Context: an optimization exercise on an open-source flow, tuned for small area, a short achievable clock period and few clock cycles. The choices shown serve that exercise and are no tape-out recipe. Function was checked by simulation only, so behaviour that the tests miss may differ from the original.

**design/flow/config.mk**
```make
export PLATFORM = sky130hd
export DESIGN_NAME = calc_ops
export DESIGN_NICKNAME = calc_ops
export VERILOG_FILES = /design/flow/design.v
export SDC_FILE = /design/flow/constraint.sdc
export NUM_CORES = 4
export LEC_CHECK = 0
export CAP_MARGIN = 20
export CORE_MARGIN = 2
export CORE_UTILIZATION = 60
export SLEW_MARGIN = 20
export TNS_END_PERCENT = 0
```
**design/flow/constraint.sdc**
```tcl
create_clock -name core_clock -period 11.0 [get_ports {clk}]
set_input_delay 2.2000 -clock core_clock [delete_from_list [all_inputs] [get_ports {clk}]]
set_output_delay 2.2000 -clock core_clock [all_outputs]
set_load 0.01 [all_outputs]
```
**design/flow/design.v**
```verilog
module adder (
    input  [55:0] a,
    input  [55:0] b,
    input         ci,
    output [55:0] sum
);
    wire [56:0] t = {a, 1'b1} + {b, ci};
    assign sum = t[56:1];
endmodule
module shift (
    input  [47:0] a,
    input  [3:0]  o1,
    input  [3:0]  o2,
    input  [2:0]  o3,
    output [47:0] c
);
    wire [47:0] t1 = ({48{o1[0]}} & a)        | ({48{o1[1]}} & (a << 1)) |
                     ({48{o1[2]}} & (a << 2)) | ({48{o1[3]}} & (a << 3));
    wire [47:0] t2 = ({48{o2[0]}} & t1)        | ({48{o2[1]}} & (t1 << 4)) |
                     ({48{o2[2]}} & (t1 << 8)) | ({48{o2[3]}} & (t1 << 12));
    assign c = ({48{o3[0]}} & t2) | ({48{o3[1]}} & (t2 << 16)) | ({48{o3[2]}} & (t2 << 32));
endmodule
module mul (
    input  [47:0] x,         
    input  [11:0] bd,        
    input  [11:0] bdn,       
    input         negp,      
    input         it0,       
    input  [1:0]  y01,       
    input  [51:0] s,
    input  [51:0] c,
    output [51:0] s_n,       
    output [51:0] c_n,
    output [7:0]  sb,        
    output [7:0]  cb,
    output        negp_n
);
    function [49:0] brow(input [2:0] e, input [2:0] eh, input [47:0] xx);
        reg [49:0] lo, hi;
        begin
            lo = {~e[2],  ({49{e[0]}}  & {1'b0, xx} | {49{e[1]}}  & {xx, 1'b0}) ^ {49{e[2]}}};
            hi = {~eh[2], ({49{eh[0]}} & {1'b0, xx} | {49{eh[1]}} & {xx, 1'b0}) ^ {49{eh[2]}}};
            brow = {hi[49:25], lo[24:0]};
        end
    endfunction
    wire [2:0] e1 = bd[2:0];
    wire [2:0] e2 = bd[5:3];
    wire [2:0] e3 = bd[8:6];
    wire [2:0] e4 = bd[11:9];
    wire [11:0] bh = ~bdn;
    wire [49:0] r1 = brow(e1, bh[2:0], x);
    wire [49:0] r2 = brow(e2, bh[5:3], x);
    wire [49:0] r3 = brow(e3, bh[8:6], x);
    wire [49:0] r4 = brow(e4, bh[11:9], x);
    wire [51:0] a_s = it0 ? {4'd0, x & {48{y01[0]}}} : s;
    wire [51:0] b_s = it0 ? {~y01[1], y01[1], y01[1], ~x & {48{y01[1]}}, y01[1]} : c;
    wire nb0 = it0 ? y01[1] : negp;
    wire n1 = e1[2];
    wire n2 = e2[2];
    wire n3 = e3[2];
    assign negp_n = e4[2];
    wire hs0;
    wire hc0;
    wire hs1;
    wire hc1;
    wire fs2;
    wire fc2;
    wire hs3;
    wire hc3;
    wire fs4;
    wire fc4;
    wire hs5;
    wire hc5;
    wire fs6;
    wire fc6;
    wire fs7;
    wire fc7;
    wire fs8;
    wire fc8;
    wire fs9;
    wire fc9;
    wire fs10;
    wire fc10;
    wire fs11;
    wire fc11;
    wire fs12;
    wire fc12;
    wire fs13;
    wire fc13;
    wire fs14;
    wire fc14;
    wire fs15;
    wire fc15;
    wire fs16;
    wire fc16;
    wire fs17;
    wire fc17;
    wire fs18;
    wire fc18;
    wire fs19;
    wire fc19;
    wire fs20;
    wire fc20;
    wire fs21;
    wire fc21;
    wire fs22;
    wire fc22;
    wire fs23;
    wire fc23;
    wire fs24;
    wire fc24;
    wire fs25;
    wire fc25;
    wire fs26;
    wire fc26;
    wire fs27;
    wire fc27;
    wire fs28;
    wire fc28;
    wire fs29;
    wire fc29;
    wire fs30;
    wire fc30;
    wire fs31;
    wire fc31;
    wire fs32;
    wire fc32;
    wire fs33;
    wire fc33;
    wire fs34;
    wire fc34;
    wire fs35;
    wire fc35;
    wire fs36;
    wire fc36;
    wire fs37;
    wire fc37;
    wire fs38;
    wire fc38;
    wire fs39;
    wire fc39;
    wire fs40;
    wire fc40;
    wire fs41;
    wire fc41;
    wire fs42;
    wire fc42;
    wire fs43;
    wire fc43;
    wire fs44;
    wire fc44;
    wire fs45;
    wire fc45;
    wire fs46;
    wire fc46;
    wire fs47;
    wire fc47;
    wire fs48;
    wire fc48;
    wire fs49;
    wire fc49;
    wire fs50;
    wire fc50;
    wire fs51;
    wire fc51;
    wire fs52;
    wire fc52;
    wire fs53;
    wire fc53;
    wire fs54;
    wire fc54;
    wire fs55;
    wire fc55;
    wire fs56;
    wire fc56;
    wire fs57;
    wire fc57;
    wire fs58;
    wire fc58;
    wire fs59;
    wire fc59;
    wire fs60;
    wire fc60;
    wire fs61;
    wire fc61;
    wire fs62;
    wire fc62;
    wire fs63;
    wire fc63;
    wire fs64;
    wire fc64;
    wire fs65;
    wire fc65;
    wire fs66;
    wire fc66;
    wire fs67;
    wire fc67;
    wire fs68;
    wire fc68;
    wire fs69;
    wire fc69;
    wire fs70;
    wire fc70;
    wire fs71;
    wire fc71;
    wire fs72;
    wire fc72;
    wire fs73;
    wire fc73;
    wire fs74;
    wire fc74;
    wire fs75;
    wire fc75;
    wire fs76;
    wire fc76;
    wire fs77;
    wire fc77;
    wire fs78;
    wire fc78;
    wire fs79;
    wire fc79;
    wire fs80;
    wire fc80;
    wire fs81;
    wire fc81;
    wire fs82;
    wire fc82;
    wire fs83;
    wire fc83;
    wire fs84;
    wire fc84;
    wire fs85;
    wire fc85;
    wire fs86;
    wire fc86;
    wire fs87;
    wire fc87;
    wire fs88;
    wire fc88;
    wire fs89;
    wire fc89;
    wire fs90;
    wire fc90;
    wire fs91;
    wire fc91;
    wire fs92;
    wire fc92;
    wire fs93;
    wire fc93;
    wire fs94;
    wire fc94;
    wire hs95;
    wire hc95;
    wire hs96;
    wire hc96;
    wire fs97;
    wire fc97;
    wire fs98;
    wire fc98;
    wire fs99;
    wire fc99;
    wire fs100;
    wire fc100;
    wire fs101;
    wire fc101;
    wire fs102;
    wire fc102;
    wire fs103;
    wire fc103;
    wire fs104;
    wire fc104;
    wire fs105;
    wire fc105;
    wire fs106;
    wire fc106;
    wire fs107;
    wire fc107;
    wire fs108;
    wire fc108;
    wire fs109;
    wire fc109;
    wire fs110;
    wire fc110;
    wire fs111;
    wire fc111;
    wire fs112;
    wire fc112;
    wire fs113;
    wire fc113;
    wire fs114;
    wire fc114;
    wire fs115;
    wire fc115;
    wire fs116;
    wire fc116;
    wire fs117;
    wire fc117;
    wire fs118;
    wire fc118;
    wire fs119;
    wire fc119;
    wire fs120;
    wire fc120;
    wire fs121;
    wire fc121;
    wire fs122;
    wire fc122;
    wire fs123;
    wire fc123;
    wire fs124;
    wire fc124;
    wire fs125;
    wire fc125;
    wire fs126;
    wire fc126;
    wire fs127;
    wire fc127;
    wire fs128;
    wire fc128;
    wire fs129;
    wire fc129;
    wire fs130;
    wire fc130;
    wire fs131;
    wire fc131;
    wire fs132;
    wire fc132;
    wire fs133;
    wire fc133;
    wire fs134;
    wire fc134;
    wire fs135;
    wire fc135;
    wire fs136;
    wire fc136;
    wire fs137;
    wire fc137;
    wire fs138;
    wire fc138;
    wire fs139;
    wire fc139;
    wire fs140;
    wire fc140;
    wire fs141;
    wire fc141;
    wire fs142;
    wire fc142;
    wire fs143;
    wire fc143;
    wire fs144;
    wire fc144;
    wire fs145;
    wire fc145;
    wire fs146;
    wire fc146;
    wire hs147;
    wire hc147;
    wire hs148;
    wire hc148;
    wire hs149;
    wire hc149;
    wire fs150;
    wire fc150;
    wire fs151;
    wire fc151;
    wire fs152;
    wire fc152;
    wire fs153;
    wire fc153;
    wire fs154;
    wire fc154;
    wire fs155;
    wire fc155;
    wire fs156;
    wire fc156;
    wire fs157;
    wire fc157;
    wire fs158;
    wire fc158;
    wire fs159;
    wire fc159;
    wire fs160;
    wire fc160;
    wire fs161;
    wire fc161;
    wire fs162;
    wire fc162;
    wire fs163;
    wire fc163;
    wire fs164;
    wire fc164;
    wire fs165;
    wire fc165;
    wire fs166;
    wire fc166;
    wire fs167;
    wire fc167;
    wire fs168;
    wire fc168;
    wire fs169;
    wire fc169;
    wire fs170;
    wire fc170;
    wire fs171;
    wire fc171;
    wire fs172;
    wire fc172;
    wire fs173;
    wire fc173;
    wire fs174;
    wire fc174;
    wire fs175;
    wire fc175;
    wire fs176;
    wire fc176;
    wire fs177;
    wire fc177;
    wire fs178;
    wire fc178;
    wire fs179;
    wire fc179;
    wire fs180;
    wire fc180;
    wire fs181;
    wire fc181;
    wire fs182;
    wire fc182;
    wire fs183;
    wire fc183;
    wire fs184;
    wire fc184;
    wire fs185;
    wire fc185;
    wire fs186;
    wire fc186;
    wire fs187;
    wire fc187;
    wire fs188;
    wire fc188;
    wire fs189;
    wire fc189;
    wire fs190;
    wire fc190;
    wire fs191;
    wire fc191;
    wire fs192;
    wire fc192;
    wire fs193;
    wire fc193;
    wire fs194;
    wire fc194;
    wire fs195;
    wire fc195;
    wire fs196;
    wire fc196;
    wire fs197;
    wire fc197;
    wire fs198;
    wire fc198;
    wire fs199;
    wire fc199;
    wire fs200;
    wire fc200;
    wire fs201;
    wire fc201;
    wire fs202;
    wire fc202;
    wire fs203;
    wire fc203;
    wire hs204;
    wire hc204;
    assign hs0 = a_s[4] ^ b_s[4];
    assign hc0 = a_s[4] & b_s[4];
    assign hs1 = a_s[5] ^ b_s[5];
    assign hc1 = a_s[5] & b_s[5];
    assign fs2 = a_s[6] ^ b_s[6] ^ n3;
    assign fc2 = (a_s[6] & b_s[6]) | (a_s[6] & n3) | (b_s[6] & n3);
    assign hs3 = r1[4] ^ r2[2];
    assign hc3 = r1[4] & r2[2];
    assign fs4 = a_s[7] ^ b_s[7] ^ r1[5];
    assign fc4 = (a_s[7] & b_s[7]) | (a_s[7] & r1[5]) | (b_s[7] & r1[5]);
    assign hs5 = r2[3] ^ r3[1];
    assign hc5 = r2[3] & r3[1];
    assign fs6 = a_s[8] ^ b_s[8] ^ r1[6];
    assign fc6 = (a_s[8] & b_s[8]) | (a_s[8] & r1[6]) | (b_s[8] & r1[6]);
    assign fs7 = r2[4] ^ r3[2] ^ r4[0];
    assign fc7 = (r2[4] & r3[2]) | (r2[4] & r4[0]) | (r3[2] & r4[0]);
    assign fs8 = a_s[9] ^ b_s[9] ^ r1[7];
    assign fc8 = (a_s[9] & b_s[9]) | (a_s[9] & r1[7]) | (b_s[9] & r1[7]);
    assign fs9 = r2[5] ^ r3[3] ^ r4[1];
    assign fc9 = (r2[5] & r3[3]) | (r2[5] & r4[1]) | (r3[3] & r4[1]);
    assign fs10 = a_s[10] ^ b_s[10] ^ r1[8];
    assign fc10 = (a_s[10] & b_s[10]) | (a_s[10] & r1[8]) | (b_s[10] & r1[8]);
    assign fs11 = r2[6] ^ r3[4] ^ r4[2];
    assign fc11 = (r2[6] & r3[4]) | (r2[6] & r4[2]) | (r3[4] & r4[2]);
    assign fs12 = a_s[11] ^ b_s[11] ^ r1[9];
    assign fc12 = (a_s[11] & b_s[11]) | (a_s[11] & r1[9]) | (b_s[11] & r1[9]);
    assign fs13 = r2[7] ^ r3[5] ^ r4[3];
    assign fc13 = (r2[7] & r3[5]) | (r2[7] & r4[3]) | (r3[5] & r4[3]);
    assign fs14 = a_s[12] ^ b_s[12] ^ r1[10];
    assign fc14 = (a_s[12] & b_s[12]) | (a_s[12] & r1[10]) | (b_s[12] & r1[10]);
    assign fs15 = r2[8] ^ r3[6] ^ r4[4];
    assign fc15 = (r2[8] & r3[6]) | (r2[8] & r4[4]) | (r3[6] & r4[4]);
    assign fs16 = a_s[13] ^ b_s[13] ^ r1[11];
    assign fc16 = (a_s[13] & b_s[13]) | (a_s[13] & r1[11]) | (b_s[13] & r1[11]);
    assign fs17 = r2[9] ^ r3[7] ^ r4[5];
    assign fc17 = (r2[9] & r3[7]) | (r2[9] & r4[5]) | (r3[7] & r4[5]);
    assign fs18 = a_s[14] ^ b_s[14] ^ r1[12];
    assign fc18 = (a_s[14] & b_s[14]) | (a_s[14] & r1[12]) | (b_s[14] & r1[12]);
    assign fs19 = r2[10] ^ r3[8] ^ r4[6];
    assign fc19 = (r2[10] & r3[8]) | (r2[10] & r4[6]) | (r3[8] & r4[6]);
    assign fs20 = a_s[15] ^ b_s[15] ^ r1[13];
    assign fc20 = (a_s[15] & b_s[15]) | (a_s[15] & r1[13]) | (b_s[15] & r1[13]);
    assign fs21 = r2[11] ^ r3[9] ^ r4[7];
    assign fc21 = (r2[11] & r3[9]) | (r2[11] & r4[7]) | (r3[9] & r4[7]);
    assign fs22 = a_s[16] ^ b_s[16] ^ r1[14];
    assign fc22 = (a_s[16] & b_s[16]) | (a_s[16] & r1[14]) | (b_s[16] & r1[14]);
    assign fs23 = r2[12] ^ r3[10] ^ r4[8];
    assign fc23 = (r2[12] & r3[10]) | (r2[12] & r4[8]) | (r3[10] & r4[8]);
    assign fs24 = a_s[17] ^ b_s[17] ^ r1[15];
    assign fc24 = (a_s[17] & b_s[17]) | (a_s[17] & r1[15]) | (b_s[17] & r1[15]);
    assign fs25 = r2[13] ^ r3[11] ^ r4[9];
    assign fc25 = (r2[13] & r3[11]) | (r2[13] & r4[9]) | (r3[11] & r4[9]);
    assign fs26 = a_s[18] ^ b_s[18] ^ r1[16];
    assign fc26 = (a_s[18] & b_s[18]) | (a_s[18] & r1[16]) | (b_s[18] & r1[16]);
    assign fs27 = r2[14] ^ r3[12] ^ r4[10];
    assign fc27 = (r2[14] & r3[12]) | (r2[14] & r4[10]) | (r3[12] & r4[10]);
    assign fs28 = a_s[19] ^ b_s[19] ^ r1[17];
    assign fc28 = (a_s[19] & b_s[19]) | (a_s[19] & r1[17]) | (b_s[19] & r1[17]);
    assign fs29 = r2[15] ^ r3[13] ^ r4[11];
    assign fc29 = (r2[15] & r3[13]) | (r2[15] & r4[11]) | (r3[13] & r4[11]);
    assign fs30 = a_s[20] ^ b_s[20] ^ r1[18];
    assign fc30 = (a_s[20] & b_s[20]) | (a_s[20] & r1[18]) | (b_s[20] & r1[18]);
    assign fs31 = r2[16] ^ r3[14] ^ r4[12];
    assign fc31 = (r2[16] & r3[14]) | (r2[16] & r4[12]) | (r3[14] & r4[12]);
    assign fs32 = a_s[21] ^ b_s[21] ^ r1[19];
    assign fc32 = (a_s[21] & b_s[21]) | (a_s[21] & r1[19]) | (b_s[21] & r1[19]);
    assign fs33 = r2[17] ^ r3[15] ^ r4[13];
    assign fc33 = (r2[17] & r3[15]) | (r2[17] & r4[13]) | (r3[15] & r4[13]);
    assign fs34 = a_s[22] ^ b_s[22] ^ r1[20];
    assign fc34 = (a_s[22] & b_s[22]) | (a_s[22] & r1[20]) | (b_s[22] & r1[20]);
    assign fs35 = r2[18] ^ r3[16] ^ r4[14];
    assign fc35 = (r2[18] & r3[16]) | (r2[18] & r4[14]) | (r3[16] & r4[14]);
    assign fs36 = a_s[23] ^ b_s[23] ^ r1[21];
    assign fc36 = (a_s[23] & b_s[23]) | (a_s[23] & r1[21]) | (b_s[23] & r1[21]);
    assign fs37 = r2[19] ^ r3[17] ^ r4[15];
    assign fc37 = (r2[19] & r3[17]) | (r2[19] & r4[15]) | (r3[17] & r4[15]);
    assign fs38 = a_s[24] ^ b_s[24] ^ r1[22];
    assign fc38 = (a_s[24] & b_s[24]) | (a_s[24] & r1[22]) | (b_s[24] & r1[22]);
    assign fs39 = r2[20] ^ r3[18] ^ r4[16];
    assign fc39 = (r2[20] & r3[18]) | (r2[20] & r4[16]) | (r3[18] & r4[16]);
    assign fs40 = a_s[25] ^ b_s[25] ^ r1[23];
    assign fc40 = (a_s[25] & b_s[25]) | (a_s[25] & r1[23]) | (b_s[25] & r1[23]);
    assign fs41 = r2[21] ^ r3[19] ^ r4[17];
    assign fc41 = (r2[21] & r3[19]) | (r2[21] & r4[17]) | (r3[19] & r4[17]);
    assign fs42 = a_s[26] ^ b_s[26] ^ r1[24];
    assign fc42 = (a_s[26] & b_s[26]) | (a_s[26] & r1[24]) | (b_s[26] & r1[24]);
    assign fs43 = r2[22] ^ r3[20] ^ r4[18];
    assign fc43 = (r2[22] & r3[20]) | (r2[22] & r4[18]) | (r3[20] & r4[18]);
    assign fs44 = a_s[27] ^ b_s[27] ^ r1[25];
    assign fc44 = (a_s[27] & b_s[27]) | (a_s[27] & r1[25]) | (b_s[27] & r1[25]);
    assign fs45 = r2[23] ^ r3[21] ^ r4[19];
    assign fc45 = (r2[23] & r3[21]) | (r2[23] & r4[19]) | (r3[21] & r4[19]);
    assign fs46 = a_s[28] ^ b_s[28] ^ r1[26];
    assign fc46 = (a_s[28] & b_s[28]) | (a_s[28] & r1[26]) | (b_s[28] & r1[26]);
    assign fs47 = r2[24] ^ r3[22] ^ r4[20];
    assign fc47 = (r2[24] & r3[22]) | (r2[24] & r4[20]) | (r3[22] & r4[20]);
    assign fs48 = a_s[29] ^ b_s[29] ^ r1[27];
    assign fc48 = (a_s[29] & b_s[29]) | (a_s[29] & r1[27]) | (b_s[29] & r1[27]);
    assign fs49 = r2[25] ^ r3[23] ^ r4[21];
    assign fc49 = (r2[25] & r3[23]) | (r2[25] & r4[21]) | (r3[23] & r4[21]);
    assign fs50 = a_s[30] ^ b_s[30] ^ r1[28];
    assign fc50 = (a_s[30] & b_s[30]) | (a_s[30] & r1[28]) | (b_s[30] & r1[28]);
    assign fs51 = r2[26] ^ r3[24] ^ r4[22];
    assign fc51 = (r2[26] & r3[24]) | (r2[26] & r4[22]) | (r3[24] & r4[22]);
    assign fs52 = a_s[31] ^ b_s[31] ^ r1[29];
    assign fc52 = (a_s[31] & b_s[31]) | (a_s[31] & r1[29]) | (b_s[31] & r1[29]);
    assign fs53 = r2[27] ^ r3[25] ^ r4[23];
    assign fc53 = (r2[27] & r3[25]) | (r2[27] & r4[23]) | (r3[25] & r4[23]);
    assign fs54 = a_s[32] ^ b_s[32] ^ r1[30];
    assign fc54 = (a_s[32] & b_s[32]) | (a_s[32] & r1[30]) | (b_s[32] & r1[30]);
    assign fs55 = r2[28] ^ r3[26] ^ r4[24];
    assign fc55 = (r2[28] & r3[26]) | (r2[28] & r4[24]) | (r3[26] & r4[24]);
    assign fs56 = a_s[33] ^ b_s[33] ^ r1[31];
    assign fc56 = (a_s[33] & b_s[33]) | (a_s[33] & r1[31]) | (b_s[33] & r1[31]);
    assign fs57 = r2[29] ^ r3[27] ^ r4[25];
    assign fc57 = (r2[29] & r3[27]) | (r2[29] & r4[25]) | (r3[27] & r4[25]);
    assign fs58 = a_s[34] ^ b_s[34] ^ r1[32];
    assign fc58 = (a_s[34] & b_s[34]) | (a_s[34] & r1[32]) | (b_s[34] & r1[32]);
    assign fs59 = r2[30] ^ r3[28] ^ r4[26];
    assign fc59 = (r2[30] & r3[28]) | (r2[30] & r4[26]) | (r3[28] & r4[26]);
    assign fs60 = a_s[35] ^ b_s[35] ^ r1[33];
    assign fc60 = (a_s[35] & b_s[35]) | (a_s[35] & r1[33]) | (b_s[35] & r1[33]);
    assign fs61 = r2[31] ^ r3[29] ^ r4[27];
    assign fc61 = (r2[31] & r3[29]) | (r2[31] & r4[27]) | (r3[29] & r4[27]);
    assign fs62 = a_s[36] ^ b_s[36] ^ r1[34];
    assign fc62 = (a_s[36] & b_s[36]) | (a_s[36] & r1[34]) | (b_s[36] & r1[34]);
    assign fs63 = r2[32] ^ r3[30] ^ r4[28];
    assign fc63 = (r2[32] & r3[30]) | (r2[32] & r4[28]) | (r3[30] & r4[28]);
    assign fs64 = a_s[37] ^ b_s[37] ^ r1[35];
    assign fc64 = (a_s[37] & b_s[37]) | (a_s[37] & r1[35]) | (b_s[37] & r1[35]);
    assign fs65 = r2[33] ^ r3[31] ^ r4[29];
    assign fc65 = (r2[33] & r3[31]) | (r2[33] & r4[29]) | (r3[31] & r4[29]);
    assign fs66 = a_s[38] ^ b_s[38] ^ r1[36];
    assign fc66 = (a_s[38] & b_s[38]) | (a_s[38] & r1[36]) | (b_s[38] & r1[36]);
    assign fs67 = r2[34] ^ r3[32] ^ r4[30];
    assign fc67 = (r2[34] & r3[32]) | (r2[34] & r4[30]) | (r3[32] & r4[30]);
    assign fs68 = a_s[39] ^ b_s[39] ^ r1[37];
    assign fc68 = (a_s[39] & b_s[39]) | (a_s[39] & r1[37]) | (b_s[39] & r1[37]);
    assign fs69 = r2[35] ^ r3[33] ^ r4[31];
    assign fc69 = (r2[35] & r3[33]) | (r2[35] & r4[31]) | (r3[33] & r4[31]);
    assign fs70 = a_s[40] ^ b_s[40] ^ r1[38];
    assign fc70 = (a_s[40] & b_s[40]) | (a_s[40] & r1[38]) | (b_s[40] & r1[38]);
    assign fs71 = r2[36] ^ r3[34] ^ r4[32];
    assign fc71 = (r2[36] & r3[34]) | (r2[36] & r4[32]) | (r3[34] & r4[32]);
    assign fs72 = a_s[41] ^ b_s[41] ^ r1[39];
    assign fc72 = (a_s[41] & b_s[41]) | (a_s[41] & r1[39]) | (b_s[41] & r1[39]);
    assign fs73 = r2[37] ^ r3[35] ^ r4[33];
    assign fc73 = (r2[37] & r3[35]) | (r2[37] & r4[33]) | (r3[35] & r4[33]);
    assign fs74 = a_s[42] ^ b_s[42] ^ r1[40];
    assign fc74 = (a_s[42] & b_s[42]) | (a_s[42] & r1[40]) | (b_s[42] & r1[40]);
    assign fs75 = r2[38] ^ r3[36] ^ r4[34];
    assign fc75 = (r2[38] & r3[36]) | (r2[38] & r4[34]) | (r3[36] & r4[34]);
    assign fs76 = a_s[43] ^ b_s[43] ^ r1[41];
    assign fc76 = (a_s[43] & b_s[43]) | (a_s[43] & r1[41]) | (b_s[43] & r1[41]);
    assign fs77 = r2[39] ^ r3[37] ^ r4[35];
    assign fc77 = (r2[39] & r3[37]) | (r2[39] & r4[35]) | (r3[37] & r4[35]);
    assign fs78 = a_s[44] ^ b_s[44] ^ r1[42];
    assign fc78 = (a_s[44] & b_s[44]) | (a_s[44] & r1[42]) | (b_s[44] & r1[42]);
    assign fs79 = r2[40] ^ r3[38] ^ r4[36];
    assign fc79 = (r2[40] & r3[38]) | (r2[40] & r4[36]) | (r3[38] & r4[36]);
    assign fs80 = a_s[45] ^ b_s[45] ^ r1[43];
    assign fc80 = (a_s[45] & b_s[45]) | (a_s[45] & r1[43]) | (b_s[45] & r1[43]);
    assign fs81 = r2[41] ^ r3[39] ^ r4[37];
    assign fc81 = (r2[41] & r3[39]) | (r2[41] & r4[37]) | (r3[39] & r4[37]);
    assign fs82 = a_s[46] ^ b_s[46] ^ r1[44];
    assign fc82 = (a_s[46] & b_s[46]) | (a_s[46] & r1[44]) | (b_s[46] & r1[44]);
    assign fs83 = r2[42] ^ r3[40] ^ r4[38];
    assign fc83 = (r2[42] & r3[40]) | (r2[42] & r4[38]) | (r3[40] & r4[38]);
    assign fs84 = a_s[47] ^ b_s[47] ^ r1[45];
    assign fc84 = (a_s[47] & b_s[47]) | (a_s[47] & r1[45]) | (b_s[47] & r1[45]);
    assign fs85 = r2[43] ^ r3[41] ^ r4[39];
    assign fc85 = (r2[43] & r3[41]) | (r2[43] & r4[39]) | (r3[41] & r4[39]);
    assign fs86 = a_s[48] ^ b_s[48] ^ r1[46];
    assign fc86 = (a_s[48] & b_s[48]) | (a_s[48] & r1[46]) | (b_s[48] & r1[46]);
    assign fs87 = r2[44] ^ r3[42] ^ r4[40];
    assign fc87 = (r2[44] & r3[42]) | (r2[44] & r4[40]) | (r3[42] & r4[40]);
    assign fs88 = a_s[49] ^ b_s[49] ^ r1[47];
    assign fc88 = (a_s[49] & b_s[49]) | (a_s[49] & r1[47]) | (b_s[49] & r1[47]);
    assign fs89 = r2[45] ^ r3[43] ^ r4[41];
    assign fc89 = (r2[45] & r3[43]) | (r2[45] & r4[41]) | (r3[43] & r4[41]);
    assign fs90 = a_s[50] ^ b_s[50] ^ r1[48];
    assign fc90 = (a_s[50] & b_s[50]) | (a_s[50] & r1[48]) | (b_s[50] & r1[48]);
    assign fs91 = r2[46] ^ r3[44] ^ r4[42];
    assign fc91 = (r2[46] & r3[44]) | (r2[46] & r4[42]) | (r3[44] & r4[42]);
    assign fs92 = a_s[51] ^ b_s[51] ^ r1[49];
    assign fc92 = (a_s[51] & b_s[51]) | (a_s[51] & r1[49]) | (b_s[51] & r1[49]);
    assign fs93 = r2[47] ^ r3[45] ^ r4[43];
    assign fc93 = (r2[47] & r3[45]) | (r2[47] & r4[43]) | (r3[45] & r4[43]);
    assign fs94 = 1'b1 ^ r2[48] ^ r3[46];
    assign fc94 = (1'b1 & r2[48]) | (1'b1 & r3[46]) | (r2[48] & r3[46]);
    assign hs95 = a_s[2] ^ b_s[2];
    assign hc95 = a_s[2] & b_s[2];
    assign hs96 = a_s[3] ^ b_s[3];
    assign hc96 = a_s[3] & b_s[3];
    assign fs97 = n2 ^ hs0 ^ r1[2];
    assign fc97 = (n2 & hs0) | (n2 & r1[2]) | (hs0 & r1[2]);
    assign fs98 = hc0 ^ hs1 ^ r1[3];
    assign fc98 = (hc0 & hs1) | (hc0 & r1[3]) | (hs1 & r1[3]);
    assign fs99 = hc1 ^ r3[0] ^ fs2;
    assign fc99 = (hc1 & r3[0]) | (hc1 & fs2) | (r3[0] & fs2);
    assign fs100 = fc2 ^ hc3 ^ hs5;
    assign fc100 = (fc2 & hc3) | (fc2 & hs5) | (hc3 & hs5);
    assign fs101 = hc5 ^ fc4 ^ fs6;
    assign fc101 = (hc5 & fc4) | (hc5 & fs6) | (fc4 & fs6);
    assign fs102 = fc6 ^ fc7 ^ fs8;
    assign fc102 = (fc6 & fc7) | (fc6 & fs8) | (fc7 & fs8);
    assign fs103 = fc8 ^ fc9 ^ fs10;
    assign fc103 = (fc8 & fc9) | (fc8 & fs10) | (fc9 & fs10);
    assign fs104 = fc10 ^ fc11 ^ fs12;
    assign fc104 = (fc10 & fc11) | (fc10 & fs12) | (fc11 & fs12);
    assign fs105 = fc12 ^ fc13 ^ fs14;
    assign fc105 = (fc12 & fc13) | (fc12 & fs14) | (fc13 & fs14);
    assign fs106 = fc14 ^ fc15 ^ fs16;
    assign fc106 = (fc14 & fc15) | (fc14 & fs16) | (fc15 & fs16);
    assign fs107 = fc16 ^ fc17 ^ fs18;
    assign fc107 = (fc16 & fc17) | (fc16 & fs18) | (fc17 & fs18);
    assign fs108 = fc18 ^ fc19 ^ fs20;
    assign fc108 = (fc18 & fc19) | (fc18 & fs20) | (fc19 & fs20);
    assign fs109 = fc20 ^ fc21 ^ fs22;
    assign fc109 = (fc20 & fc21) | (fc20 & fs22) | (fc21 & fs22);
    assign fs110 = fc22 ^ fc23 ^ fs24;
    assign fc110 = (fc22 & fc23) | (fc22 & fs24) | (fc23 & fs24);
    assign fs111 = fc24 ^ fc25 ^ fs26;
    assign fc111 = (fc24 & fc25) | (fc24 & fs26) | (fc25 & fs26);
    assign fs112 = fc26 ^ fc27 ^ fs28;
    assign fc112 = (fc26 & fc27) | (fc26 & fs28) | (fc27 & fs28);
    assign fs113 = fc28 ^ fc29 ^ fs30;
    assign fc113 = (fc28 & fc29) | (fc28 & fs30) | (fc29 & fs30);
    assign fs114 = fc30 ^ fc31 ^ fs32;
    assign fc114 = (fc30 & fc31) | (fc30 & fs32) | (fc31 & fs32);
    assign fs115 = fc32 ^ fc33 ^ fs34;
    assign fc115 = (fc32 & fc33) | (fc32 & fs34) | (fc33 & fs34);
    assign fs116 = fc34 ^ fc35 ^ fs36;
    assign fc116 = (fc34 & fc35) | (fc34 & fs36) | (fc35 & fs36);
    assign fs117 = fc36 ^ fc37 ^ fs38;
    assign fc117 = (fc36 & fc37) | (fc36 & fs38) | (fc37 & fs38);
    assign fs118 = fc38 ^ fc39 ^ fs40;
    assign fc118 = (fc38 & fc39) | (fc38 & fs40) | (fc39 & fs40);
    assign fs119 = fc40 ^ fc41 ^ fs42;
    assign fc119 = (fc40 & fc41) | (fc40 & fs42) | (fc41 & fs42);
    assign fs120 = fc42 ^ fc43 ^ fs44;
    assign fc120 = (fc42 & fc43) | (fc42 & fs44) | (fc43 & fs44);
    assign fs121 = fc44 ^ fc45 ^ fs46;
    assign fc121 = (fc44 & fc45) | (fc44 & fs46) | (fc45 & fs46);
    assign fs122 = fc46 ^ fc47 ^ fs48;
    assign fc122 = (fc46 & fc47) | (fc46 & fs48) | (fc47 & fs48);
    assign fs123 = fc48 ^ fc49 ^ fs50;
    assign fc123 = (fc48 & fc49) | (fc48 & fs50) | (fc49 & fs50);
    assign fs124 = fc50 ^ fc51 ^ fs52;
    assign fc124 = (fc50 & fc51) | (fc50 & fs52) | (fc51 & fs52);
    assign fs125 = fc52 ^ fc53 ^ fs54;
    assign fc125 = (fc52 & fc53) | (fc52 & fs54) | (fc53 & fs54);
    assign fs126 = fc54 ^ fc55 ^ fs56;
    assign fc126 = (fc54 & fc55) | (fc54 & fs56) | (fc55 & fs56);
    assign fs127 = fc56 ^ fc57 ^ fs58;
    assign fc127 = (fc56 & fc57) | (fc56 & fs58) | (fc57 & fs58);
    assign fs128 = fc58 ^ fc59 ^ fs60;
    assign fc128 = (fc58 & fc59) | (fc58 & fs60) | (fc59 & fs60);
    assign fs129 = fc60 ^ fc61 ^ fs62;
    assign fc129 = (fc60 & fc61) | (fc60 & fs62) | (fc61 & fs62);
    assign fs130 = fc62 ^ fc63 ^ fs64;
    assign fc130 = (fc62 & fc63) | (fc62 & fs64) | (fc63 & fs64);
    assign fs131 = fc64 ^ fc65 ^ fs66;
    assign fc131 = (fc64 & fc65) | (fc64 & fs66) | (fc65 & fs66);
    assign fs132 = fc66 ^ fc67 ^ fs68;
    assign fc132 = (fc66 & fc67) | (fc66 & fs68) | (fc67 & fs68);
    assign fs133 = fc68 ^ fc69 ^ fs70;
    assign fc133 = (fc68 & fc69) | (fc68 & fs70) | (fc69 & fs70);
    assign fs134 = fc70 ^ fc71 ^ fs72;
    assign fc134 = (fc70 & fc71) | (fc70 & fs72) | (fc71 & fs72);
    assign fs135 = fc72 ^ fc73 ^ fs74;
    assign fc135 = (fc72 & fc73) | (fc72 & fs74) | (fc73 & fs74);
    assign fs136 = fc74 ^ fc75 ^ fs76;
    assign fc136 = (fc74 & fc75) | (fc74 & fs76) | (fc75 & fs76);
    assign fs137 = fc76 ^ fc77 ^ fs78;
    assign fc137 = (fc76 & fc77) | (fc76 & fs78) | (fc77 & fs78);
    assign fs138 = fc78 ^ fc79 ^ fs80;
    assign fc138 = (fc78 & fc79) | (fc78 & fs80) | (fc79 & fs80);
    assign fs139 = fc80 ^ fc81 ^ fs82;
    assign fc139 = (fc80 & fc81) | (fc80 & fs82) | (fc81 & fs82);
    assign fs140 = fc82 ^ fc83 ^ fs84;
    assign fc140 = (fc82 & fc83) | (fc82 & fs84) | (fc83 & fs84);
    assign fs141 = fc84 ^ fc85 ^ fs86;
    assign fc141 = (fc84 & fc85) | (fc84 & fs86) | (fc85 & fs86);
    assign fs142 = fc86 ^ fc87 ^ fs88;
    assign fc142 = (fc86 & fc87) | (fc86 & fs88) | (fc87 & fs88);
    assign fs143 = fc88 ^ fc89 ^ fs90;
    assign fc143 = (fc88 & fc89) | (fc88 & fs90) | (fc89 & fs90);
    assign fs144 = fc90 ^ fc91 ^ fs92;
    assign fc144 = (fc90 & fc91) | (fc90 & fs92) | (fc91 & fs92);
    assign fs145 = r4[44] ^ fc92 ^ fc93;
    assign fc145 = (r4[44] & fc92) | (r4[44] & fc93) | (fc92 & fc93);
    assign fs146 = r2[49] ^ r3[47] ^ r4[45];
    assign fc146 = (r2[49] & r3[47]) | (r2[49] & r4[45]) | (r3[47] & r4[45]);
    assign hs147 = 1'b1 ^ r3[48];
    assign hc147 = 1'b1 & r3[48];
    assign hs148 = a_s[0] ^ b_s[0];
    assign hc148 = a_s[0] & b_s[0];
    assign hs149 = a_s[1] ^ b_s[1];
    assign hc149 = a_s[1] & b_s[1];
    assign fs150 = n1 ^ hs95 ^ r1[0];
    assign fc150 = (n1 & hs95) | (n1 & r1[0]) | (hs95 & r1[0]);
    assign fs151 = hc95 ^ hs96 ^ r1[1];
    assign fc151 = (hc95 & hs96) | (hc95 & r1[1]) | (hs96 & r1[1]);
    assign fs152 = hc96 ^ r2[0] ^ fs97;
    assign fc152 = (hc96 & r2[0]) | (hc96 & fs97) | (r2[0] & fs97);
    assign fs153 = r2[1] ^ fc97 ^ fs98;
    assign fc153 = (r2[1] & fc97) | (r2[1] & fs98) | (fc97 & fs98);
    assign fs154 = hs3 ^ fc98 ^ fs99;
    assign fc154 = (hs3 & fc98) | (hs3 & fs99) | (fc98 & fs99);
    assign fs155 = fs4 ^ fc99 ^ fs100;
    assign fc155 = (fs4 & fc99) | (fs4 & fs100) | (fc99 & fs100);
    assign fs156 = fs7 ^ fc100 ^ fs101;
    assign fc156 = (fs7 & fc100) | (fs7 & fs101) | (fc100 & fs101);
    assign fs157 = fs9 ^ fc101 ^ fs102;
    assign fc157 = (fs9 & fc101) | (fs9 & fs102) | (fc101 & fs102);
    assign fs158 = fs11 ^ fc102 ^ fs103;
    assign fc158 = (fs11 & fc102) | (fs11 & fs103) | (fc102 & fs103);
    assign fs159 = fs13 ^ fc103 ^ fs104;
    assign fc159 = (fs13 & fc103) | (fs13 & fs104) | (fc103 & fs104);
    assign fs160 = fs15 ^ fc104 ^ fs105;
    assign fc160 = (fs15 & fc104) | (fs15 & fs105) | (fc104 & fs105);
    assign fs161 = fs17 ^ fc105 ^ fs106;
    assign fc161 = (fs17 & fc105) | (fs17 & fs106) | (fc105 & fs106);
    assign fs162 = fs19 ^ fc106 ^ fs107;
    assign fc162 = (fs19 & fc106) | (fs19 & fs107) | (fc106 & fs107);
    assign fs163 = fs21 ^ fc107 ^ fs108;
    assign fc163 = (fs21 & fc107) | (fs21 & fs108) | (fc107 & fs108);
    assign fs164 = fs23 ^ fc108 ^ fs109;
    assign fc164 = (fs23 & fc108) | (fs23 & fs109) | (fc108 & fs109);
    assign fs165 = fs25 ^ fc109 ^ fs110;
    assign fc165 = (fs25 & fc109) | (fs25 & fs110) | (fc109 & fs110);
    assign fs166 = fs27 ^ fc110 ^ fs111;
    assign fc166 = (fs27 & fc110) | (fs27 & fs111) | (fc110 & fs111);
    assign fs167 = fs29 ^ fc111 ^ fs112;
    assign fc167 = (fs29 & fc111) | (fs29 & fs112) | (fc111 & fs112);
    assign fs168 = fs31 ^ fc112 ^ fs113;
    assign fc168 = (fs31 & fc112) | (fs31 & fs113) | (fc112 & fs113);
    assign fs169 = fs33 ^ fc113 ^ fs114;
    assign fc169 = (fs33 & fc113) | (fs33 & fs114) | (fc113 & fs114);
    assign fs170 = fs35 ^ fc114 ^ fs115;
    assign fc170 = (fs35 & fc114) | (fs35 & fs115) | (fc114 & fs115);
    assign fs171 = fs37 ^ fc115 ^ fs116;
    assign fc171 = (fs37 & fc115) | (fs37 & fs116) | (fc115 & fs116);
    assign fs172 = fs39 ^ fc116 ^ fs117;
    assign fc172 = (fs39 & fc116) | (fs39 & fs117) | (fc116 & fs117);
    assign fs173 = fs41 ^ fc117 ^ fs118;
    assign fc173 = (fs41 & fc117) | (fs41 & fs118) | (fc117 & fs118);
    assign fs174 = fs43 ^ fc118 ^ fs119;
    assign fc174 = (fs43 & fc118) | (fs43 & fs119) | (fc118 & fs119);
    assign fs175 = fs45 ^ fc119 ^ fs120;
    assign fc175 = (fs45 & fc119) | (fs45 & fs120) | (fc119 & fs120);
    assign fs176 = fs47 ^ fc120 ^ fs121;
    assign fc176 = (fs47 & fc120) | (fs47 & fs121) | (fc120 & fs121);
    assign fs177 = fs49 ^ fc121 ^ fs122;
    assign fc177 = (fs49 & fc121) | (fs49 & fs122) | (fc121 & fs122);
    assign fs178 = fs51 ^ fc122 ^ fs123;
    assign fc178 = (fs51 & fc122) | (fs51 & fs123) | (fc122 & fs123);
    assign fs179 = fs53 ^ fc123 ^ fs124;
    assign fc179 = (fs53 & fc123) | (fs53 & fs124) | (fc123 & fs124);
    assign fs180 = fs55 ^ fc124 ^ fs125;
    assign fc180 = (fs55 & fc124) | (fs55 & fs125) | (fc124 & fs125);
    assign fs181 = fs57 ^ fc125 ^ fs126;
    assign fc181 = (fs57 & fc125) | (fs57 & fs126) | (fc125 & fs126);
    assign fs182 = fs59 ^ fc126 ^ fs127;
    assign fc182 = (fs59 & fc126) | (fs59 & fs127) | (fc126 & fs127);
    assign fs183 = fs61 ^ fc127 ^ fs128;
    assign fc183 = (fs61 & fc127) | (fs61 & fs128) | (fc127 & fs128);
    assign fs184 = fs63 ^ fc128 ^ fs129;
    assign fc184 = (fs63 & fc128) | (fs63 & fs129) | (fc128 & fs129);
    assign fs185 = fs65 ^ fc129 ^ fs130;
    assign fc185 = (fs65 & fc129) | (fs65 & fs130) | (fc129 & fs130);
    assign fs186 = fs67 ^ fc130 ^ fs131;
    assign fc186 = (fs67 & fc130) | (fs67 & fs131) | (fc130 & fs131);
    assign fs187 = fs69 ^ fc131 ^ fs132;
    assign fc187 = (fs69 & fc131) | (fs69 & fs132) | (fc131 & fs132);
    assign fs188 = fs71 ^ fc132 ^ fs133;
    assign fc188 = (fs71 & fc132) | (fs71 & fs133) | (fc132 & fs133);
    assign fs189 = fs73 ^ fc133 ^ fs134;
    assign fc189 = (fs73 & fc133) | (fs73 & fs134) | (fc133 & fs134);
    assign fs190 = fs75 ^ fc134 ^ fs135;
    assign fc190 = (fs75 & fc134) | (fs75 & fs135) | (fc134 & fs135);
    assign fs191 = fs77 ^ fc135 ^ fs136;
    assign fc191 = (fs77 & fc135) | (fs77 & fs136) | (fc135 & fs136);
    assign fs192 = fs79 ^ fc136 ^ fs137;
    assign fc192 = (fs79 & fc136) | (fs79 & fs137) | (fc136 & fs137);
    assign fs193 = fs81 ^ fc137 ^ fs138;
    assign fc193 = (fs81 & fc137) | (fs81 & fs138) | (fc137 & fs138);
    assign fs194 = fs83 ^ fc138 ^ fs139;
    assign fc194 = (fs83 & fc138) | (fs83 & fs139) | (fc138 & fs139);
    assign fs195 = fs85 ^ fc139 ^ fs140;
    assign fc195 = (fs85 & fc139) | (fs85 & fs140) | (fc139 & fs140);
    assign fs196 = fs87 ^ fc140 ^ fs141;
    assign fc196 = (fs87 & fc140) | (fs87 & fs141) | (fc140 & fs141);
    assign fs197 = fs89 ^ fc141 ^ fs142;
    assign fc197 = (fs89 & fc141) | (fs89 & fs142) | (fc141 & fs142);
    assign fs198 = fs91 ^ fc142 ^ fs143;
    assign fc198 = (fs91 & fc142) | (fs91 & fs143) | (fc142 & fs143);
    assign fs199 = fs93 ^ fc143 ^ fs144;
    assign fc199 = (fs93 & fc143) | (fs93 & fs144) | (fc143 & fs144);
    assign fs200 = fs94 ^ fc144 ^ fs145;
    assign fc200 = (fs94 & fc144) | (fs94 & fs145) | (fc144 & fs145);
    assign fs201 = fc94 ^ fs146 ^ fc145;
    assign fc201 = (fc94 & fs146) | (fc94 & fc145) | (fs146 & fc145);
    assign fs202 = r4[46] ^ hs147 ^ fc146;
    assign fc202 = (r4[46] & hs147) | (r4[46] & fc146) | (hs147 & fc146);
    assign fs203 = r3[49] ^ r4[47] ^ hc147;
    assign fc203 = (r3[49] & r4[47]) | (r3[49] & hc147) | (r4[47] & hc147);
    assign hs204 = 1'b1 ^ r4[48];
    assign hc204 = 1'b1 & r4[48];
    wire [59:0] so = {1'b0, 1'b1, r4[49], hs204, fs203, fs202, fc200, fc199, fc198, fc197, fc196, fc195, fc194, fc193, fc192, fc191, fc190, fc189, fc188, fc187, fc186, fc185, fc184, fc183, fc182, fc181, fc180, fc179, fc178, fc177, fc176, fc175, fc174, fc173, fc172, fc171, fc170, fc169, fc168, fc167, fc166, fc165, fc164, fc163, fc162, fc161, fc160, fc159, fc158, fc157, fc156, fc155, fc154, fc153, fc152, fc151, fc150, hc149, hc148, nb0};
    wire [59:0] co = {1'b0, 1'b0, hc204, fc203, fc202, fc201, fs201, fs200, fs199, fs198, fs197, fs196, fs195, fs194, fs193, fs192, fs191, fs190, fs189, fs188, fs187, fs186, fs185, fs184, fs183, fs182, fs181, fs180, fs179, fs178, fs177, fs176, fs175, fs174, fs173, fs172, fs171, fs170, fs169, fs168, fs167, fs166, fs165, fs164, fs163, fs162, fs161, fs160, fs159, fs158, fs157, fs156, fs155, fs154, fs153, fs152, fs151, fs150, hs149, hs148};
    assign s_n = so[59:8];
    assign c_n = co[59:8];
    assign sb = so[7:0];
    assign cb = co[7:0];
endmodule
module calc_ops (
    input           clk,
    input           rst,
    input  [47:0]   add_a,
    input           add_empty,
    output          add_rden,
    output [47:0]   add_c,
    output          add_wren,
    input  [47:0]   shl_a,
    input           shl_empty,
    output          shl_rden,
    output [47:0]   shl_c,
    output          shl_wren,
    input  [47:0]   mul_a,
    input           mul_empty,
    output          mul_rden,
    output [47:0]   mul_c,
    output          mul_wren
);
reg        st_idle, st_capx, st_capy, st_exec, st_iter, st_hi, st_lo;
reg  [2:0] cur;          
reg  [2:0] last;         
reg  [2:0] pend;         
reg  [2:0] rden;
reg  [2:0] wren;
reg  [2:0] it;           
wire [2:0] empty = {mul_empty, shl_empty, add_empty};
wire [2:0] popx = rden & ~empty & ~({3{st_capx}} & cur);
wire [2:0] req  = pend | popx;
wire [2:0] g_after0 = req[1] ? 3'b010 : req[2] ? 3'b100 : req[0] ? 3'b001 : 3'b000;
wire [2:0] g_after1 = req[2] ? 3'b100 : req[0] ? 3'b001 : req[1] ? 3'b010 : 3'b000;
wire [2:0] g_after2 = req[0] ? 3'b001 : req[1] ? 3'b010 : req[2] ? 3'b100 : 3'b000;
wire [2:0] gsel = last[0] ? g_after0 : last[1] ? g_after1 : g_after2;
wire [2:0] grant = st_idle ? gsel : 3'b000;
wire       go = |grant;
wire       it_last = (it == 3'd5);
always @(posedge clk) begin
    if (rst) begin
        st_idle <= 1'b1;
        st_capx <= 1'b0;
        st_capy <= 1'b0;
        st_exec <= 1'b0;
        st_iter <= 1'b0;
        st_hi   <= 1'b0;
        st_lo   <= 1'b0;
        cur     <= 3'b000;
        last    <= 3'b100;
        pend    <= 3'b000;
        rden    <= 3'b111;
        wren    <= 3'b000;
        it      <= 3'd0;
    end else begin
        st_idle <= (st_idle & ~go) | st_exec | st_lo;
        st_capx <= go;
        st_capy <= st_capx;
        st_exec <= st_capy & ~cur[2];
        st_iter <= (st_capy & cur[2]) | (st_iter & ~it_last);
        st_hi   <= st_iter & it_last;
        st_lo   <= st_hi;
        it      <= st_iter ? it + 3'd1 : 3'd0;
        if (go) begin
            cur  <= grant;
            last <= grant;
        end
        pend <= (pend | popx) & ~grant;
        rden <= ~((pend | popx) & ~grant);
        wren <= cur & {3{st_exec | st_hi | st_lo}};
    end
end
assign add_rden = rden[0];
assign shl_rden = rden[1];
assign mul_rden = rden[2];
assign add_wren = wren[0];
assign shl_wren = wren[1];
assign mul_wren = wren[2];
wire [47:0] a_sel = ({48{cur[0]}} & add_a) | ({48{cur[1]}} & shl_a) | ({48{cur[2]}} & mul_a);
reg  [47:0] x;           
reg  [47:0] y;           
reg  [51:0] s, c;        
reg  [7:0]  sb, cb;      
reg         cy;          
reg         negp;
reg  [11:0] bd;          
reg  [11:0] bdn;         
reg         it0;         
reg  [3:0]  sh_o1;       
reg  [3:0]  sh_o2;       
reg  [2:0]  sh_o3;       
reg         sh_bh, sh_bl;    
reg         sel_lo;      
reg         sel_sum;     
reg  [47:0] acc;         
function [2:0] benc(input y2, input y1, input y0);
    benc = {y2 & ~(y1 & y0),
            (y2 & ~y1 & ~y0) | (~y2 & y1 & y0),
            y1 ^ y0};
endfunction
function [11:0] bdig(input [9:0] v);
    bdig = {benc(v[9], v[8], v[7]), benc(v[7], v[6], v[5]), benc(v[5], v[4], v[3]),
            benc(v[3], v[2], v[1])};
endfunction
wire [51:0] s_n, c_n;
wire [7:0]  sb_n, cb_n;
wire        negp_n;
mul u_mul (
    .x      (x),
    .bd     (bd),
    .bdn    (bdn),
    .it0    (it0),
    .y01    (y[1:0]),
    .negp   (negp),
    .s      (s),
    .c      (c),
    .s_n    (s_n),
    .c_n    (c_n),
    .sb     (sb_n),
    .cb     (cb_n),
    .negp_n (negp_n)
);
wire [55:0] sum;
adder u_adder (
    .a   ({s[47:0], sb}),
    .b   ({c[47:0], cb}),
    .ci  (cy),
    .sum (sum)
);
wire [9:0] lo_t = {1'b0, sb, 1'b1} + {1'b0, cb, cy};
wire [8:0] lo_byte = lo_t[9:1];    
wire [47:0] shl_res;
shift u_shift (
    .a  (c[47:0]),
    .o1 (sh_o1),
    .o2 (sh_o2),
    .o3 (sh_o3 & {3{~(sh_bh | sh_bl)}}),    
    .c  (shl_res)
);
wire shl_go = st_capy & cur[1];
always @(posedge clk) begin
    if (st_capx)
        x <= a_sel;
    if (st_capy) begin
        y  <= a_sel;
        bd <= bdig(a_sel[9:0]);
        bdn <= ~bdig(a_sel[9:0]);
        s  <= {4'd0, a_sel};
        c  <= {4'd0, x};
        sb <= 8'd0;
        cb <= 8'd0;
        cy <= 1'b0;
    end else begin
        y  <= {it0 ? 8'd0 : lo_byte[7:0], y[47:8]};
        bd <= bdig(y[17:8]);
        bdn <= ~bdig(y[17:8]);
        s  <= s_n;
        c  <= c_n;
        sb <= sb_n;
        cb <= cb_n;
        cy <= it0 ? 1'b0 : lo_byte[8];
    end
    negp <= negp_n;
    it0    <= st_capy;
    sh_o1 <= {a_sel[1:0] == 2'd3, a_sel[1:0] == 2'd2, a_sel[1:0] == 2'd1, a_sel[1:0] == 2'd0};
    sh_o2 <= {a_sel[3:2] == 2'd3, a_sel[3:2] == 2'd2, a_sel[3:2] == 2'd1, a_sel[3:2] == 2'd0};
    sh_o3 <= {3{shl_go}} & {a_sel[5:4] == 2'd2, a_sel[5:4] == 2'd1, a_sel[5:4] == 2'd0};
    sh_bh <= |a_sel[47:27];
    sh_bl <= |a_sel[26:6];
    sel_lo  <= st_hi;
    sel_sum <= ~(st_capy & cur[1]) & ~st_hi;
    acc <= ({48{sel_lo}} & y) | shl_res | ({48{sel_sum}} & sum[55:8]);
end
assign add_c = acc;
assign shl_c = acc;
assign mul_c = acc;
endmodule
```
**design/flow/flow/run.sh**
```bash
#!/bin/bash
# Own layout flow: the standard ORFS flow, with the port buffers made of
# sky130_fd_sc_hd__buf_1, a clock tree of fewer, larger leaf clusters and
# timing repair aimed below the clock period (the SDC and the clock period
# are unchanged).  make's full output goes to flow_make.log; ORFS keeps each
# step's log under orfs/logs.
set -euo pipefail
MARGIN=${MARGIN:-8.0}
bash standard.sh \
  "BUFFER_PORTS_ARGS=-buffer_cell sky130_fd_sc_hd__buf_1" \
  "CTS_ARGS=-sink_clustering_enable -repair_clock_nets -sink_clustering_size 20 -sink_clustering_max_diameter 80 -buf_list sky130_fd_sc_hd__clkbuf_16 -dont_use_dummy_load" \
  "SETUP_SLACK_MARGIN=$MARGIN" \
  finish > flow_make.log 2>&1
```
**design/flow/standard.sh**
```bash
#!/bin/bash
# synth_recipe.tcl (not shown) runs the flow's synth.tcl, then flattens the netlist and writes it again
# the make line also repeats each setting of config.mk as NAME=value (left out here)
make -C /OpenROAD-flow-scripts/flow DESIGN_CONFIG=/design/flow/config.mk WORK_HOME=/design/flow/orfs CLKGATE_MAP_FILE= SYNTH_SCRIPT=/design/flow/synth_recipe.tcl "${@:-finish}"
```
==> run summary <==
cells in the final DEF (no fill, tap or decap), types with 9 or more instances in the layout:
| master | n |
|---|---|
| a22oi_1 | 306 |
| dfxtp_1 | 204 |
| nand2_1 | 203 |
| inv_1 | 191 |
| fa_1 | 190 |
| xnor2_1 | 179 |
| buf_1 | 169 |
| a21oi_1 | 163 |
| nor2_1 | 141 |
| o22ai_1 | 99 |
| o21a_1 | 76 |
| xor2_1 | 67 |
| buf_4 | 64 |
| clkbuf_2 | 63 |
| buf_2 | 63 |
| dfxtp_2 | 59 |
| ha_1 | 54 |
| o21ai_0 | 52 |
| mux2_2 | 52 |
| a222oi_1 | 48 |
| edfxtp_1 | 48 |
| a21o_1 | 37 |
| nand4_1 | 26 |
| clkbuf_16 | 26 |
| a22o_1 | 24 |
| nor2b_1 | 22 |
| nand3_1 | 21 |
| o21ai_1 | 16 |
| ha_4 | 16 |
| and2_1 | 15 |
| dfxtp_4 | 14 |
| a31oi_1 | 13 |
| a221oi_1 | 13 |
| o21bai_1 | 12 |
| nor3_1 | 11 |
| o221ai_1 | 11 |
| nor3b_1 | 9 |
| a221o_1 | 9 |
cell type report:
class | instances | area [um^2] | area share
well taps | 585 | 732 | 0.0261
inverters | 204 | 773 | 0.0275
clock buffers | 25 | 626 | 0.0223
multi-input cells | 2012 | 16900 | 0.603
flip-flops and latches | 325 | 7110 | 0.253
repair buffers | 367 | 1890 | 0.0674
cell families after synthesis:
group | share of synthesized area
AO/OA/AOI/OAI | 0.258
XOR/XNOR | 0.0833
adder cells (fa/ha/maj) | 0.183
buffers and inverters | 0.0960
flip-flops | 0.269
multiplexers | 0.0242
AND/OR/NAND/NOR | 0.0865
per-layer routing:
layer	track usage	vias to the layer above	share of wire
li1	-	10300	-
met1	0.558	11700	0.36
met2	0.659	1898	0.44
met3	0.163	291	0.16
met4	0.147	6	0.040
met5	0	-	0.00090
worst max-delay path, cell delays in order:
cell	delay, ns
buf_1	0.07
a222oi_1	0.98
nand4_1	0.17
nor4_1	0.24
nand2_1	0.09
per-stage QoR:
step,cells,worst slack (ns),util
floorplan,2876,7.41,-
global placement,3450,6.56,0.614
detailed placement,3450,6.92,0.614
CTS,3492,7.74,0.640
global route,3518,7.58,0.655
finish,3518,7.74,0.655
state kept, by name, indices dropped and copies added, names as in the netlist, 3 cells and up:
| register | cells |
|---|---|
| bdn | 12 |
| x | 48 |
| acc | 48 |
| bd | 12 |
| sh_o1 | 4 |
| sh_o2 | 4 |
| it | 3 |
| pend | 3 |
| y | 48 |
| sb | 8 |
| cur | 3 |
| rden | 3 |
| s | 51 |
| cb | 8 |
| sh_o3 | 3 |
| c | 50 |
| wren | 3 |
cell usage after synthesis, types with 37 or more instances:
library cell	number	area share
clkbuf_1	182	0.026
nor2_1	143	0.021
fa_1	191	0.15
inv_1	198	0.029
o21a_1	76	0.022
dfxtp_1	277	0.21
nand2_1	204	0.029
a22oi_1	306	0.088
a21oi_1	166	0.032
xor2_1	67	0.023
xnor2_1	180	0.061
mux2_2	53	0.023
buf_4	101	0.029
ha_1	75	0.036
a21o_1	37	0.011
o22ai_1	99	0.024
a222oi_1	48	0.018
o21ai_0	54	0.010
edfxtp_1	48	0.055
repair_timing:
item / in CTS / in global routing
pin swaps: 17 / 28
resized for setup: 156 / 147
gates cloned: 1 / 1
setup endpoints to repair: 324 / 322
setup buffers: 16 / 25
worst min path at each step:
| stage | end | slack, ns | cells past startpoint |
|---|---|---|---|
| floorplan | negp | 0.33 | 0 |
| global placement | st_idle | 0.42 | 1 |
| detailed placement | st_idle | 0.42 | 1 |
| CTS | st_idle | 0.44 | 1 |
| global route | st_idle | 0.45 | 1 |
| finish | st_idle | 0.44 | 1 |
==> out/metrics.cfg <==
[critical_path]
crit_type=primary input to flip-flop
crit_path_start=mul_a[28]
worstRegToRegCells=12
rrSetupSlack_ns=7.75
r2r_start=c[17]
startpoint_type=primary input
arrival_ns=3.75
critical_path_required_ns=11.49
setup.worst_path.end=sh_bh
worstReg2RegEnd=acc[45]
crit_fanout=3
worstSetupEndpointType=flip-flop

[floorplan]
start_util=0.606
dieArea_um2=45000
io_pins=299
core.rowCount=76
coreArea_um2=42900
die_h_um=212
die_x_um=212

[yosys]
seq_area_frac_synth=0.269
synth_edf_count=48
syn_avg_cell_area_um2=9.03
synth_seq_cells=325
synth.net_count=3291
synth-async-reset-ratio=0
synthDistinctLibCells=86
synth_top_flop_cell=dfxtp_1
netlist_area_um2=26000
ys_warn_count=2
syn_inst=2876

[job]
cap_violations=0

[timing]
drv_slew=0
finClkSkew_ns=0.102
setup_viol=0
whs_ns=0.437
fin_setup_tns_ns=0
finalHoldViolations=0
fin_crit_sh=0.296
fin_crit_ns=3.26
max_freq_mhz=307
rsz0062_at_grt=true
maxSlewHeadroom=0.225
tightest_slew_ns=1.16

[global_routing]
antenna_found_initial=4
overflow=0
grt_pass1_wl_um=144000
grt_start_max_net_pins=89
grt_use_total=0.430
grt_pass1_vias=22900

[clock_tree]
clkSinkCount=325
cts_htree_levels=1
cts-buffers-inserted=25
path_clk_slew_ns=0.08
cts_tree=done
cts_root_buf=clkbuf_16
clk_latency_ns=0.62
ctsHoldBuffers=0
clock_path_buffers=3

[detailed_routing]
routed_via_density=6.86
drt_iter0_markers=3844
drcViolationCount=0
routed_wl_um=98300
firstDrtPassIters=10
vias=24100
postRouteAntennaNets=0
routedWlPerCell_um=27.9

[place]
port_buffers=298
dpl_cell_area_um2=26300
gp_congestion=1.01
dp_hpwl_um=71900

[cells_and_area]
layout-drive-gt1-share=0.146
nNetsFinal=3350
nFillCells=3566
antenna_cells=0
area_delta_synth_final_pct=8.06
fin_area_um2=28100

[worst_hold_path]
worstHoldStart=st_lo
hold_path_class=flip-flop to flip-flop

[outcome]
status=complete, no violations

Testbench counts, summed over its fixed seeds: cycles 13,821.

## re-timing with driven ports
How much do the figures lean on ideal ports? The routed layout below was timed once more, with nothing changed but the port constraints.
Step 1, drivers: a clkbuf_16 drives clk and a buf_2 each remaining input, both assumed.
Step 2 times the ports against the registers' clock, not the clock port: input delays grow and output delays shrink by t, the midpoint of the rising clock arrivals with the driver on.
a / b / c = ideal / step 1 / step 2; a / b = the first two.
t, ns: 0.624
setup slack, ns: 7.744 / 7.691 / 7.157
latest minus earliest clock arrival (ns): 0.102 / 0.102
worst data-port slew with drivers (ns): 0.06
After both steps this run still meets setup and hold. For this run, drivers alone change the setup slack by -0.053 ns; drivers and shift together by -0.587 ns.
